Context: an optimization exercise on an open-source flow, tuned for small area and a short achievable clock period. The choices shown serve that exercise and are no tape-out recipe. Power figures rest on the tool's default switching activity, not on a simulated workload.

// core_pipeline
module core_pipeline
    #(
      parameter ADDRESS_SIZE = 10,
      parameter DATA_SIZE = 32
     )
    (
    input wire i_clk,
    input wire i_rst_n,
    input wire i_sys_stop,
    input wire i_sys_start,
    input wire signed [DATA_SIZE - 1:0] i_data,
    input wire [15:0] i_instruction,
    output wire o_read,
    output wire o_write,
    output wire [ADDRESS_SIZE - 1:0] o_address,
    output wire signed [DATA_SIZE - 1:0] o_data,
    output wire [ADDRESS_SIZE - 1:0] o_program_counter
    );
Size: ~110 I/O pins, roughly 23000 um2 of cells after synthesis.
Settings: LEC_CHECK=0, CAP_MARGIN=20, CORE_MARGIN=2, CORE_UTILIZATION=55, PLACE_DENSITY=0.65, SETUP_SLACK_MARGIN=3.0, SLEW_MARGIN=20, SYNTH_HIERARCHICAL=1, BUFFER_PORTS_ARGS=-buffer_cell sky130_fd_sc_hd__buf_4; clock period 7.0 ns.
standard.sh (not shown) runs the stock make flow with config.mk's settings and CLKGATE_MAP_FILE= SYNTH_SCRIPT=/design/flow/synth_recipe.tcl, a recipe that flattens the netlist after the stock synthesis.
==> flow/flow/run.sh <==
#!/bin/bash
# Layout flow: the standard flow (standard.sh, unchanged synthesis),
# with the port buffers made of buf_4 cells instead of the slow delay-cell
# buffers the resizer otherwise picks (and cannot resize away).
set -euo pipefail
echo 'export BUFFER_PORTS_ARGS = -buffer_cell sky130_fd_sc_hd__buf_4' >> config.mk
bash standard.sh > standard_flow.log 2>&1
Then changed:
--- a/flow/design.v
+++ b/flow/design.v
@@ -1,22 +1,20 @@
 `timescale 1ns / 1ps
 module rf_read_port
     #(parameter DATA_SIZE = 32)
     (
     input wire [8 * DATA_SIZE - 1:0] i_rf,
     input wire [7:0] i_sel,
-    input wire i_fwd_res,
-    input wire [DATA_SIZE - 1:0] i_wr_result,
-    input wire i_fwd_ld,
-    input wire [DATA_SIZE - 1:0] i_data,
+    input wire i_fwd,
+    input wire [DATA_SIZE - 1:0] i_wr_value,
     output reg [DATA_SIZE - 1:0] o_value
     );
     integer k;
     always @(*)
     begin
-        o_value = ({DATA_SIZE{i_fwd_res}} & i_wr_result) | ({DATA_SIZE{i_fwd_ld}} & i_data);
+        o_value = {DATA_SIZE{i_fwd}} & i_wr_value;
         for (k = 0; k < 8; k = k + 1)
             o_value = o_value | ({DATA_SIZE{i_sel[k]}} & i_rf[k * DATA_SIZE +: DATA_SIZE]);
     end
 endmodule
 module add_unit
     #(parameter DATA_SIZE = 32)
@@ -134,25 +132,15 @@
             for (k = 0; k < DATA_SIZE; k = k + 1)
                 rev[k] = x[DATA_SIZE - 1 - k];
         end
     endfunction
     assign o_fill = i_arith & i_q[DATA_SIZE - 1];
     wire [DATA_SIZE - 1:0] sh_in = i_left ? rev(i_q) : i_q;
-    wire [3:0] a = 4'b0001 << i_n[1:0];
-    wire [3:0] b = 4'b0001 << i_n[3:2];
-    wire [DATA_SIZE + 2:0] x0 = {{3{o_fill}}, sh_in};
-    wire [DATA_SIZE - 1:0] x1, x2;
-    wire [DATA_SIZE + 11:0] x1e = {{12{o_fill}}, x1};
-    genvar i;
-    generate
-        for (i = 0; i < DATA_SIZE; i = i + 1) begin : bitx
-            assign x1[i] = (a[0] & x0[i]) | (a[1] & x0[i + 1]) | (a[2] & x0[i + 2]) | (a[3] & x0[i + 3]);
-            assign x2[i] = (b[0] & x1e[i]) | (b[1] & x1e[i + 4]) | (b[2] & x1e[i + 8]) | (b[3] & x1e[i + 12]);
-        end
-    endgenerate
-    assign o_value = i_n[4] ? {{16{o_fill}}, x2[DATA_SIZE - 1:16]} : x2;
+    wire signed [DATA_SIZE:0] sh_ext = {o_fill, sh_in};
+    wire signed [DATA_SIZE:0] sh_a = sh_ext >>> i_n;
+    assign o_value = sh_a[DATA_SIZE - 1:0];
 endmodule
 `timescale 1ns / 1ps
 module core_pipeline
     #(
       parameter ADDRESS_SIZE = 10,
       parameter DATA_SIZE = 32
@@ -206,39 +194,35 @@
     wire [2:0] rd_idx_p = ir_rd[2:0];
     wire [2:0] rd_idx_q = (ir_rd[15:14] == 2'b11) ? ir_rd[5:3] :
                           (ir_rd[15:14] == 2'b00) ? ir_rd[10:8] : ir_rd[8:6];
     wire rd_fwd_p = ex_we & (ex_dest == rd_idx_p);
     wire rd_fwd_q = ex_we & (ex_dest == rd_idx_q);
     reg [7:0] r_sel_p, r_sel_q;
-    reg r_fwd_p_res, r_fwd_p_ld, r_fwd_q_res, r_fwd_q_ld;
+    reg r_fwd_p, r_fwd_q;
     integer s;
     always @(posedge i_clk)
     begin
         if (~r_sys_halt)
         begin
             for (s = 0; s < 8; s = s + 1)
             begin
                 r_sel_p[s] <= ~rd_fwd_p & (rd_idx_p == s);
                 r_sel_q[s] <= ~rd_fwd_q & (rd_idx_q == s);
             end
-            r_fwd_p_res <= rd_fwd_p & ~i_load;
-            r_fwd_p_ld <= rd_fwd_p & i_load;
-            r_fwd_q_res <= rd_fwd_q & ~i_load;
-            r_fwd_q_ld <= rd_fwd_q & i_load;
+            r_fwd_p <= rd_fwd_p;
+            r_fwd_q <= rd_fwd_q;
         end
     end
     wire [8 * DATA_SIZE - 1:0] rf_flat = {r_rf[7], r_rf[6], r_rf[5], r_rf[4],
                                           r_rf[3], r_rf[2], r_rf[1], r_rf[0]};
     wire [DATA_SIZE - 1:0] op_p, op_q;
+    wire [DATA_SIZE - 1:0] w_wr_value = r_wr_load ? i_data : r_wr_result;
     rf_read_port #(.DATA_SIZE(DATA_SIZE)) READ_P (
-        .i_rf(rf_flat), .i_sel(r_sel_p), .i_fwd_res(r_fwd_p_res), .i_wr_result(r_wr_result),
-        .i_fwd_ld(r_fwd_p_ld), .i_data(i_data), .o_value(op_p));
+        .i_rf(rf_flat), .i_sel(r_sel_p), .i_fwd(r_fwd_p), .i_wr_value(w_wr_value), .o_value(op_p));
     rf_read_port #(.DATA_SIZE(DATA_SIZE)) READ_Q (
-        .i_rf(rf_flat), .i_sel(r_sel_q), .i_fwd_res(r_fwd_q_res), .i_wr_result(r_wr_result),
-        .i_fwd_ld(r_fwd_q_ld), .i_data(i_data), .o_value(op_q));
-    wire [DATA_SIZE - 1:0] w_wr_value = r_wr_load ? i_data : r_wr_result;
+        .i_rf(rf_flat), .i_sel(r_sel_q), .i_fwd(r_fwd_q), .i_wr_value(w_wr_value), .o_value(op_q));
     wire sub = ~ir[13] & ir[12];
     wire [DATA_SIZE - 1:0] sum, g0, p0, n0;
     add_unit #(.DATA_SIZE(DATA_SIZE)) ADDER (
         .i_q(op_q), .i_p(op_p), .i_sub(sub),
         .o_sum(sum), .o_and(g0), .o_xor(p0), .o_nor(n0));
     wire lg_a = i_logic & (ir[11] ? ir[12] : ~ir[12]);                       
- The changed run finished clean
- routed wire length drops by 2.6%
- maximum frequency drops by 6.0%
- critical path depth drops by 4
- die area drops by 0.35%
- first-iteration DRC count climbs by 17%
- clock power drops by 10%
- power climbs by 11%
- worst setup slack degrades by 0.26 ns
- synthesized cell count barely changes
- clock-buffer cell count climbs by 5
- clock skew climbs by 0.012 ns
- non-clock buffer count climbs by 76
No functional check of the RTL was part of any run of this note.

port drivers added, routing unchanged:
No port has a modelled driver above. Below, the same layouts with a new extraction and two added sets of constraints.
Step 1 assumes that a clkbuf_16 drives the clock port and a buf_2 every other input.
Step 2 also shifts input and output timing later by t, the mid clock arrival at the registers, as if the neighbouring blocks saw the same clock.
Slacks: no drivers / after step 1 / after step 2; pairs: no drivers / after step 1.
run | shift t [ns] | slack for setup (ns) | hold slack, ns | clock arrival spread, ns
the first run | 0.647 | 2.894 / 2.926 / 2.289 | 0.470 / 0.470 / 0.470 | 0.019 / 0.019
the second run | 0.636 | 2.631 / 2.587 / 2.079 | 0.450 / 0.450 / 0.450 | 0.031 / 0.030
After both steps every run listed still meets setup and hold. For the first run, which loses most, drivers alone change the setup slack by +0.032 ns; drivers and shift together by -0.605 ns.
